Context: an optimization exercise on an open-source flow, tuned for small area. The choices shown serve that exercise and are no tape-out recipe.
Function was checked by simulation only, so behaviour that the tests miss may differ from the original.
No driver is modelled on the clock port, so clocking that relies on it looks cheaper here than on a real chip.
Power figures rest on the tool's default switching activity, not on a simulated workload.

==> module vgaout, before the edit <==
module vgaout
(
	input clk,
	input rst,       
	input en,        
	input en1,       
	input [31:0] rez1,
	input [31:0] rez2,
	input [15:0] freq,
	input [15:0] elapsed,
	input  [7:0] mark,
	output de,
	output hs,
	output vs,
	output first,    
	output pix,      
	output [1:0] row
);
reg [9:0] c, d;
function [9:0] inc;
	input [9:0] x;
	input ci;
	integer i;
	reg cy;
	begin
		cy = ci;
		for (i = 0; i < 10; i = i + 1) begin
			inc[i] = x[i] ^ cy;
			cy = cy & x[i];
		end
	end
endfunction
wire c_wrap, d_wrap, nextline, mrow;
beamdec dec (.c(c), .d(d), .c_wrap(c_wrap), .d_wrap(d_wrap), .nextline(nextline),
	.hs(hs), .vs(vs), .de(de), .first(first), .mrow(mrow));
wire c_load = rst | (en & c_wrap);
wire d_load = rst | (en & nextline & d_wrap);
wire [9:0] c_inc = inc(c, en);
wire [9:0] d_inc = inc(d, en & nextline);
always @(posedge clk) begin
	c <= c_load ? 10'd14 : c_inc;
	d <= d_load ? 10'd15 : d_inc;
end
assign row = d[8:7];
wire ld = (c[9:7] == 3'b001) && (c[6:0] != 7'h7f) &&
          !(c[6:0] == 7'h7e && (en1 || en)) &&
          !(c[6:0] == 7'h7d && en1 && en);
wire [31:0] r3 = {elapsed, freq};
wire s_m  = ~d[8] & ~d[7];
wire s_r3 = ~d[8] &  d[7];
wire s_r1 =  d[8] & ~d[7];
wire s_r2 =  d[8] &  d[7];
wire [31:0] src_n;
genvar i;
generate
	for (i = 0; i < 32; i = i + 1) begin : g_src
		if (i == 15) begin : g_h
			aoi3 u (.a(rez1[i]), .sa(s_r1), .b(rez2[i]), .sb(s_r2), .c(mark[i/4]), .sc(~d[8]), .y(src_n[i]));
		end else if (i >= 12 && i < 15) begin : g_hn
			aoi2 u (.a(rez1[i]), .sa(~d[7]), .b(rez2[i]), .sb(d[7]), .y(src_n[i]));
		end else if (i % 4 == 3) begin : g_m
			wire t;
			aoi3 u (.a(rez1[i]), .sa(s_r1), .b(rez2[i]), .sb(s_r2), .c(r3[i]), .sc(s_r3), .y(t));
			assign src_n[i] = t & ~(mark[i/4] & s_m);
		end else begin : g_n
			aoi3 u (.a(rez1[i]), .sa(s_r1), .b(rez2[i]), .sb(s_r2), .c(r3[i]), .sc(~d[8]), .y(src_n[i]));
		end
	end
endgenerate
reg [31:0] rv_n;
always @(posedge clk)
	if (ld)
		rv_n <= src_n;
wire window = c[9] ^ c[8];
wire [2:0] digit = {c[9], c[7:6]};
wire [1:0] x = {c[5], c[4] | c[3]};
wire [2:0] y = {d[6:5], d[4] | d[3]};
wire [7:0] dsel;
generate
	for (i = 0; i < 8; i = i + 1) begin : g_dsel
		assign dsel[i] = (digit == i);
	end
endgenerate
wire [3:0] nib;
generate
	for (i = 0; i < 4; i = i + 1) begin : g_nib
		wire p0, p1, p2;
		aoi3 u0 (.a(rv_n[28+i]), .sa(dsel[0]), .b(rv_n[24+i]), .sb(dsel[1]), .c(rv_n[20+i]), .sc(dsel[2]), .y(p0));
		aoi3 u1 (.a(rv_n[16+i]), .sa(dsel[3]), .b(rv_n[12+i]), .sb(dsel[4]), .c(rv_n[8+i]),  .sc(dsel[5]), .y(p1));
		aoi2 u2 (.a(rv_n[4+i]),  .sa(dsel[6]), .b(rv_n[i]),    .sb(dsel[7]), .y(p2));
		assign nib[i] = p0 & p1 & p2;
	end
endgenerate
wire rezpix;
hexnum digs
(
	.value(nib),
	.x(x),
	.y(y),
	.hide(d[8:7] == 2'b01 && digit == 3'd4),
	.image(rezpix)
);
wire mpix = (x != 2'd3) && mrow && nib[3];
assign pix = window && (d[9:7] == 3'b000 ? mpix : (!d[9] && rezpix));
endmodule
==> flow/config.mk <==
export PLATFORM = sky130hd
export DESIGN_NAME = dvi_status
export DESIGN_NICKNAME = dvi_status
export VERILOG_FILES = /design/flow/design.v
export SDC_FILE = /design/flow/constraint.sdc
export NUM_CORES = 4
export LEC_CHECK = 0
export CAP_MARGIN = 10
export CORE_MARGIN = 2
export CORE_UTILIZATION = 40
export CTS_BUF_LIST = sky130_fd_sc_hd__clkbuf_8
export PLACE_DENSITY = 0.6
export SLEW_MARGIN = 10
==> flow/constraint.sdc <==
create_clock -name core_clock -period 10.0 [get_ports {clk}]
set_input_delay 2.0000 -clock core_clock [delete_from_list [all_inputs] [get_ports {clk}]]
set_output_delay 2.0000 -clock core_clock [all_outputs]
set_load 0.01 [all_outputs]
standard.sh (not shown) runs the stock make flow with config.mk's settings and CLKGATE_MAP_FILE= SYNTH_SCRIPT=/design/flow/synth_recipe.tcl, a recipe that flattens the netlist after the stock synthesis.
==> flow/flow/run.sh <==
#!/bin/bash
# Layout flow: the standard layout (standard.sh) with these changes:
#  - synthesis keeps the modules (vgaout, aoi3, aoi2, hexnum, seg7, beamdec,
#    tmds_bias_*, tmds_symbols) apart while it maps them, so each is mapped
#    on its own (synth_recipe.tcl still flattens the design at the end; the
#    registers are the standard synthesis's);
#  - ports are buffered with the smallest buffer (buf_1) instead of the
#    resizer's default pick;
#  - right after floorplan, each combinational cell is set to the smallest
#    cell of the same function (repair_design sizes up again where needed);
#  - the clock tree is four clkbuf_8, each driving a quarter of the
#    registers, placed by cts_pre.tcl; clock_tree_synthesis then has nothing
#    left to do.
# Each step's full tool output goes to orfs/logs (ORFS's own logs); make's
# output goes to standard.log in this folder.
set -euo pipefail
here=$(cd "$(dirname "$0")" && pwd)
export SYNTH_KEEP_MODULES="aoi3 aoi2 hexnum seg7 tmds_bias_p tmds_bias_z tmds_bias_b beamdec tmds_symbols vgaout"
export BUFFER_PORTS_ARGS="-buffer_cell sky130_fd_sc_hd__buf_1"
export POST_FLOORPLAN_TCL="$here/downsize.tcl"
export PRE_CTS_TCL="$here/cts_pre.tcl"
export CLK_NLEAF=4 CLK_LEAF_CELL=sky130_fd_sc_hd__clkbuf_8
export CTS_ARGS="-clk_nets clk -buf_list sky130_fd_sc_hd__clkbuf_8 -dont_use_dummy_load"
bash standard.sh > standard.log 2>&1
Other scripts of this flow, unchanged in this note and not shown: flow/flow/cts_pre.tcl, flow/flow/downsize.tcl
Change:
--- a/flow/design.v
+++ b/flow/design.v
@@ -72,4 +72,5 @@
 	if (ld)
 		rv_n <= src_n;
+wire [31:0] rv = ~rv_n;
 wire window = c[9] ^ c[8];
 wire [2:0] digit = {c[9], c[7:6]};
Effect: The changed run ran to the end with no violations; power does not change; maximum frequency stays the same; wire length does not change; area after synthesis stays the same; via count stays the same; combinational power is about the same; worst setup slack does not change; critical path depth stays the same.

---

Setup of run H:
Another version of the RTL of dvi_status (not shown whole).
For scale: about 520 cells after synthesis, ~140 I/O pins, ~4800 sq um of cells after synthesis.
==> module vgaout, before the edit <==
module vgaout
(
	input clk,
	input rst,       
	input en,        
	input en1,       
	input [31:0] rez1,
	input [31:0] rez2,
	input [15:0] freq,
	input [15:0] elapsed,
	input  [7:0] mark,
	output de,
	output hs,
	output vs,
	output first,    
	output pix,      
	output [1:0] row
);
reg [9:0] c, d;
wire c_wrap = c[9] & c[8] & c[6] & c[5] & c[3];
wire d_wrap = d[9] & d[4] & d[3] & d[2];
wire nextline = (c == 10'd15);
always @(posedge clk)
	if (rst) begin
		c <= 10'd14;
		d <= 10'd15;
	end else if (en) begin
		c <= c_wrap ? 10'd14 : c + 10'd1;
		if (nextline)
			d <= d_wrap ? 10'd15 : d + 10'd1;
	end
assign hs = !(c >= 10'd15 && c <= 10'd76);
assign vs = (d >= 10'd16 && d <= 10'd21);
assign de = (c >= 10'd143 && c <= 10'd862) && (d >= 10'd46 && d <= 10'd525);
assign first = (c == 10'd143);
assign row = d[8:7];
reg [31:0] rv;
wire [1:0] ahead = {1'b0, en1} + {1'b0, en};
wire ld = (c[9:7] == 3'b001) && (c[6:0] != 7'h7f) &&
          !(c[6:0] == 7'h7e && ahead != 2'd0) &&
          !(c[6:0] == 7'h7d && ahead == 2'd2);
wire [31:0] r3 = {elapsed, freq};
wire [31:0] src;
genvar i;
generate
	for (i = 0; i < 32; i = i + 1) begin : g_src
		if (i % 4 == 3) begin : g_m
			assign src[i] = d[8] ? (d[7] ? rez2[i] : rez1[i]) : (d[7] ? r3[i] : mark[i/4]);
		end else begin : g_n
			assign src[i] = d[8] ? (d[7] ? rez2[i] : rez1[i]) : r3[i];
		end
	end
endgenerate
always @(posedge clk)
	if (ld)
		rv <= src;
wire window = c[9] ^ c[8];
wire [2:0] digit = {c[9], c[7:6]};
wire [1:0] x = {c[5], c[4] | c[3]};
wire [2:0] y = {d[6:5], d[4] | d[3]};
reg [3:0] nib;
always @(*)
	case (digit)
	3'd0: nib = rv[31:28];
	3'd1: nib = rv[27:24];
	3'd2: nib = rv[23:20];
	3'd3: nib = rv[19:16];
	3'd4: nib = rv[15:12];
	3'd5: nib = rv[11:8];
	3'd6: nib = rv[7:4];
	default: nib = rv[3:0];
	endcase
wire rezpix;
hexnum digs
(
	.value(nib),
	.x(x),
	.y(y),
	.hide(d[8:7] == 2'b01 && digit == 3'd4),
	.image(rezpix)
);
wire mrow = (d >= 10'd111 && d <= 10'd118);
wire mpix = (x != 2'd3) && mrow && nib[3];
assign pix = window && (d[9:7] == 3'b000 ? mpix : (!d[9] && rezpix));
endmodule
==> module dvi_status, before the edit <==
module dvi_status
(
	input clk,               
	input rst,               
	input clk_en,            
	input [31:0] rez1,       
	input [31:0] rez2,       
	input [15:0] freq,       
	input [15:0] elapsed,    
	input  [7:0] mark,
	output [9:0] tmds_red,
	output [9:0] tmds_green,
	output [9:0] tmds_blue
);
	reg rst1, rst2, en1, en2;
	always @(posedge clk) begin
		rst1 <= rst;
		rst2 <= rst1;
		en1 <= clk_en;
		en2 <= en1;
	end
	wire de, hs, vs, first, pix;
	wire [1:0] row;
	vgaout showrez
	(
		.clk(clk),
		.rst(rst2),
		.en(en2),
		.en1(en1),
		.rez1(rez1),
		.rez2(rez2),
		.freq(freq),
		.elapsed(elapsed),
		.mark(mark),
		.de(de),
		.hs(hs),
		.vs(vs),
		.first(first),
		.pix(pix),
		.row(row)
	);
	wire r_ff = pix & row[0];
	wire g_ff = pix & ~(row[1] & row[0]);
	wire b_ff = pix & ~row[1] & ~row[0];
	wire b_7f = ~pix & ~first;
	wire blank = ~de;
	wire r_neg, g_neg, b_neg;
	tmds_encoder u21 (.clk(clk), .rst(rst2), .blank(blank), .ff(r_ff), .f7(1'b0), .neg(r_neg));
	tmds_encoder u22 (.clk(clk), .rst(rst2), .blank(blank), .ff(g_ff), .f7(1'b0), .neg(g_neg));
	tmds_encoder u23 (.clk(clk), .rst(rst2), .blank(blank), .ff(b_ff), .f7(b_7f), .neg(b_neg));
	wire k = rst2 | blank;
	assign tmds_red   = {k | (r_ff ^ r_neg), k | ~r_ff,
	                     ~k & r_neg, k | r_neg, ~k & r_neg, k | r_neg,
	                     ~k & r_neg, k | r_neg, ~k & r_neg, ~k & r_neg};
	assign tmds_green = {k | (g_ff ^ g_neg), k | ~g_ff,
	                     ~k & g_neg, k | g_neg, ~k & g_neg, k | g_neg,
	                     ~k & g_neg, k | g_neg, ~k & g_neg, ~k & g_neg};
	wire c0 = ~hs;                       
	wire c1 = ~vs;                       
	wire b_00 = ~b_ff & ~b_7f;
	wire b9 = blank ? ~(c1 ^ c0) : (b_neg ^ ~b_00);
	wire b8 = blank ? ~c0 : b_00;
	wire b7 = blank ? c0 : (b_neg ^ b_7f);
	wire bo = blank ? c0 : b_neg;        
	wire be = blank ? ~c0 : b_neg;       
	assign tmds_blue = {b9 | rst2, b8 | rst2, b7 & ~rst2, be | rst2, bo & ~rst2, be | rst2,
	                    bo & ~rst2, be | rst2, bo & ~rst2, bo & ~rst2};
endmodule
clock: 10.0 ns
lec_check: 0
cap_margin: 20
core_margin: 2
core_utilization: 40
cts_buf_list: sky130_fd_sc_hd__clkbuf_4
place_density: 0.6
slew_margin: 20
run.sh (not shown) runs the stock make flow with config.mk's settings and CLKGATE_MAP_FILE= SYNTH_SCRIPT=/design/flow/synth_recipe.tcl, a recipe that flattens the netlist after the stock synthesis.
Stock flow here: none of the scripts above is used.
Run H completed every stage of the flow, and the final layout passed the timing, design-rule and antenna checks.
Changes in run G relative to run H:
--- a/flow/design.v
+++ b/flow/design.v
@@ -19,17 +19,16 @@
 reg [9:0] c, d;
 wire c_wrap = c[9] & c[8] & c[6] & c[5] & c[3];
 wire d_wrap = d[9] & d[4] & d[3] & d[2];
 wire nextline = (c == 10'd15);
-always @(posedge clk)
-	if (rst) begin
-		c <= 10'd14;
-		d <= 10'd15;
-	end else if (en) begin
-		c <= c_wrap ? 10'd14 : c + 10'd1;
-		if (nextline)
-			d <= d_wrap ? 10'd15 : d + 10'd1;
-	end
+wire c_load = rst | (en & c_wrap);
+wire d_load = rst | (en & nextline & d_wrap);
+wire [9:0] c_inc = c + {9'd0, en};
+wire [9:0] d_inc = d + {9'd0, en & nextline};
+always @(posedge clk) begin
+	c <= c_load ? 10'd14 : c_inc;
+	d <= d_load ? 10'd15 : d_inc;
+end
 assign hs = !(c >= 10'd15 && c <= 10'd76);
 assign vs = (d >= 10'd16 && d <= 10'd21);
 assign de = (c >= 10'd143 && c <= 10'd862) && (d >= 10'd46 && d <= 10'd525);
 assign first = (c == 10'd143);
@@ -214,12 +213,14 @@
 	wire g_ff = pix & ~(row[1] & row[0]);
 	wire b_ff = pix & ~row[1] & ~row[0];
 	wire b_7f = ~pix & ~first;
 	wire blank = ~de;
-	wire r_neg, g_neg, b_neg;
-	tmds_encoder u21 (.clk(clk), .rst(rst2), .blank(blank), .ff(r_ff), .f7(1'b0), .neg(r_neg));
-	tmds_encoder u22 (.clk(clk), .rst(rst2), .blank(blank), .ff(g_ff), .f7(1'b0), .neg(g_neg));
+	wire p_neg, z_neg, b_neg;
+	tmds_encoder u21 (.clk(clk), .rst(rst2), .blank(blank), .ff(pix),  .f7(1'b0), .neg(p_neg));
+	tmds_encoder u22 (.clk(clk), .rst(rst2), .blank(blank), .ff(1'b0), .f7(1'b0), .neg(z_neg));
 	tmds_encoder u23 (.clk(clk), .rst(rst2), .blank(blank), .ff(b_ff), .f7(b_7f), .neg(b_neg));
+	wire r_neg = row[0] ? p_neg : z_neg;
+	wire g_neg = (row[1] & row[0]) ? z_neg : p_neg;
 	wire k = rst2 | blank;
 	assign tmds_red   = {k | (r_ff ^ r_neg), k | ~r_ff,
 	                     ~k & r_neg, k | r_neg, ~k & r_neg, k | r_neg,
 	                     ~k & r_neg, k | r_neg, ~k & r_neg, ~k & r_neg};
Run G vs run H, final net count went down by 5.7%.
Number of cells in the finished layout apart from fillers (run H / run G): 1.05
Area added between synthesis and finish up 3.1 points in run G wrt run H
Run G vs. run H: worst path buffer plus inverter count now larger, routed length on met2 moved down, final design instance area without fill decreased about 4.3%.
Run G has number of global-route vias before repair below what run H had.
In run G, placed cell count is lower than in run H.
Sequential share of layout area sits higher in run G than in run H.
Per the final summary, run G finished and its layout is clean on timing, DRC and antenna.

---

dvi_status with an RTL version that a note above also has.
For scale: ~68 flip-flops, roughly 0.0045 mm² of cells after synthesis.
==> module vgaout, before the edit <==
module vgaout
(
	input clk,
	input rst,       
	input en,        
	input en1,       
	input [31:0] rez1,
	input [31:0] rez2,
	input [15:0] freq,
	input [15:0] elapsed,
	input  [7:0] mark,
	output de,
	output hs,
	output vs,
	output first,    
	output pix,      
	output [1:0] row
);
reg [9:0] c, d;
wire c_wrap = c[9] & c[8] & c[6] & c[5] & c[3];
wire d_wrap = d[9] & d[4] & d[3] & d[2];
wire nextline = (c == 10'd15);
wire c_load = rst | (en & c_wrap);
wire d_load = rst | (en & nextline & d_wrap);
wire [9:0] c_inc = c + {9'd0, en};
wire [9:0] d_inc = d + {9'd0, en & nextline};
always @(posedge clk) begin
	c <= c_load ? 10'd14 : c_inc;
	d <= d_load ? 10'd15 : d_inc;
end
assign hs = !(c >= 10'd15 && c <= 10'd76);
assign vs = (d >= 10'd16 && d <= 10'd21);
assign de = (c >= 10'd143 && c <= 10'd862) && (d >= 10'd46 && d <= 10'd525);
assign first = (c == 10'd143);
assign row = d[8:7];
reg [31:0] rv;
wire [1:0] ahead = {1'b0, en1} + {1'b0, en};
wire ld = (c[9:7] == 3'b001) && (c[6:0] != 7'h7f) &&
          !(c[6:0] == 7'h7e && ahead != 2'd0) &&
          !(c[6:0] == 7'h7d && ahead == 2'd2);
wire [31:0] r3 = {elapsed, freq};
wire [31:0] src;
genvar i;
generate
	for (i = 0; i < 32; i = i + 1) begin : g_src
		if (i % 4 == 3) begin : g_m
			assign src[i] = d[8] ? (d[7] ? rez2[i] : rez1[i]) : (d[7] ? r3[i] : mark[i/4]);
		end else begin : g_n
			assign src[i] = d[8] ? (d[7] ? rez2[i] : rez1[i]) : r3[i];
		end
	end
endgenerate
always @(posedge clk)
	if (ld)
		rv <= src;
wire window = c[9] ^ c[8];
wire [2:0] digit = {c[9], c[7:6]};
wire [1:0] x = {c[5], c[4] | c[3]};
wire [2:0] y = {d[6:5], d[4] | d[3]};
reg [3:0] nib;
always @(*)
	case (digit)
	3'd0: nib = rv[31:28];
	3'd1: nib = rv[27:24];
	3'd2: nib = rv[23:20];
	3'd3: nib = rv[19:16];
	3'd4: nib = rv[15:12];
	3'd5: nib = rv[11:8];
	3'd6: nib = rv[7:4];
	default: nib = rv[3:0];
	endcase
wire rezpix;
hexnum digs
(
	.value(nib),
	.x(x),
	.y(y),
	.hide(d[8:7] == 2'b01 && digit == 3'd4),
	.image(rezpix)
);
wire mrow = (d >= 10'd111 && d <= 10'd118);
wire mpix = (x != 2'd3) && mrow && nib[3];
assign pix = window && (d[9:7] == 3'b000 ? mpix : (!d[9] && rezpix));
endmodule
export LEC_CHECK = 0
export CAP_MARGIN = 0
export CORE_MARGIN = 2
export CORE_UTILIZATION = 40
export CTS_BUF_LIST = sky130_fd_sc_hd__clkbuf_8
export PLACE_DENSITY = 0.6
export SLEW_MARGIN = 0
create_clock -name core_clock -period 10.0 [get_ports {clk}]
standard.sh (not shown) runs the stock make flow with config.mk's settings and CLKGATE_MAP_FILE= SYNTH_SCRIPT=/design/flow/synth_recipe.tcl, a recipe that flattens the netlist after the stock synthesis.
==> flow/flow/run.sh <==
#!/bin/bash
# Layout flow: the standard layout (standard.sh), with three changes:
#  - ports are buffered with the smallest buffer (buf_1) instead of the
#    resizer's default pick;
#  - right after floorplan, each combinational cell is set to the smallest
#    cell of the same function (repair_design sizes up again where needed);
#  - clock tree built from clkbuf_4 without dummy loads.
# Each step's full tool output goes to orfs/logs (ORFS's own logs); make's
# output goes to standard.log in this folder.
set -euo pipefail
here=$(cd "$(dirname "$0")" && pwd)
export BUFFER_PORTS_ARGS="-buffer_cell sky130_fd_sc_hd__buf_1"
export POST_FLOORPLAN_TCL="$here/downsize.tcl"
export CTS_ARGS="-sink_clustering_enable -sink_clustering_size 34 -sink_clustering_max_diameter 200 -buf_list sky130_fd_sc_hd__clkbuf_8 -dont_use_dummy_load -repair_clock_nets"
bash standard.sh > standard.log 2>&1
==> flow/flow/downsize.tcl <==
# Set every combinational cell to the smallest-area cell of the same
# function (same base name, other drive strength). Registers, clock cells,
# tie cells and physical cells are left as they are.
set n 0
foreach inst [get_cells *] {
  set master [get_property $inst ref_name]
  if {![regexp {^(sky130_fd_sc_hd__([a-z0-9]+))_([0-9]+)$} $master -> base short size]} { continue }
  if {[regexp {^(df|edf|sdf|sedf|dl|clk|conb|tap|fill|decap|diode|lpflow|probe)} $short]} { continue }
  set best ""
  set best_area 1e9
  foreach lc [get_lib_cells -quiet "*/${base}_*"] {
    set name [get_name $lc]
    if {![regexp "^${base}_\[0-9\]+\$" $name]} { continue }
    if {[get_property $lc dont_use]} { continue }
    set skip 0
    foreach pat $::env(DONT_USE_CELLS) { if {[string match $pat $name]} { set skip 1 } }
    if {$skip} { continue }
    set a [get_property $lc area]
    if {$a < $best_area} { set best_area $a; set best $lc }
  }
  if {$best ne "" && [get_name $best] ne $master} {
    replace_cell $inst $best
    incr n
  }
}
puts "downsize: replaced $n cells"
Edit:
--- a/flow/design.v
+++ b/flow/design.v
@@ -41,11 +41,15 @@
 wire [31:0] r3 = {elapsed, freq};
 wire [31:0] src;
 genvar i;
 generate
 	for (i = 0; i < 32; i = i + 1) begin : g_src
-		if (i % 4 == 3) begin : g_m
+		if (i == 15) begin : g_h
+			assign src[i] = d[8] ? (d[7] ? rez2[i] : rez1[i]) : mark[i/4];
+		end else if (i >= 12 && i < 15) begin : g_hn
+			assign src[i] = d[7] ? rez2[i] : rez1[i];
+		end else if (i % 4 == 3) begin : g_m
 			assign src[i] = d[8] ? (d[7] ? rez2[i] : rez1[i]) : (d[7] ? r3[i] : mark[i/4]);
 		end else begin : g_n
 			assign src[i] = d[8] ? (d[7] ? rez2[i] : rez1[i]) : r3[i];
 		end
 	end
The new run passed the timing, design-rule and antenna checks. Synthesized area goes up by 0.89%. Total power goes down by 0.64%. Design area stays flat. Routed wire length goes up by 0.92%. Sequential share of layout area stays flat. Utilization goes down by 0.13 points. Die area goes up by 0.87%. Via count hardly moves. Critical path depth does not change. Worst hold slack gets better by 0.0050 ns. Worst setup slack gets worse by 0.49 ns. Global-route usage hardly moves.

-- port drivers added, routing unchanged --
The results above use ideal ports. As a check the final layouts listed here were re-extracted and re-timed, cells and wires unchanged.
Step 1: set_driving_cell puts a clkbuf_16 on clk and a buf_2 on each other input, an assumption about the parent block.
Step 2, shift: input delay + t, output delay - t, t = (earliest + latest rising clock arrival at the registers) / 2. This alone moves slack from input paths to output paths.
Three values: no drivers, after step 1, after step 2; two values: the first two.
run | shift t [ns] | slack for setup (ns) | hold WS [ns]
the first run of note 1 | 0.216 | 2.411 / 2.351 / 2.568 | 0.344 / 0.344 / 0.344
the second run of note 1 | 0.216 | 2.411 / 2.351 / 2.568 | 0.344 / 0.344 / 0.344
run H | 0.464 | 3.212 / 3.179 / 3.642 | 0.341 / 0.341 / 0.341
run G | 0.436 | 3.233 / 3.199 / 3.635 | 0.338 / 0.338 / 0.338
the first run of note 3 | 0.369 | 3.403 / 3.370 / 3.740 | 0.326 / 0.326 / 0.326
the second run of note 3 | 0.371 | 2.914 / 2.880 / 3.251 | 0.331 / 0.331 / 0.331
After both steps every run listed still meets setup and hold.
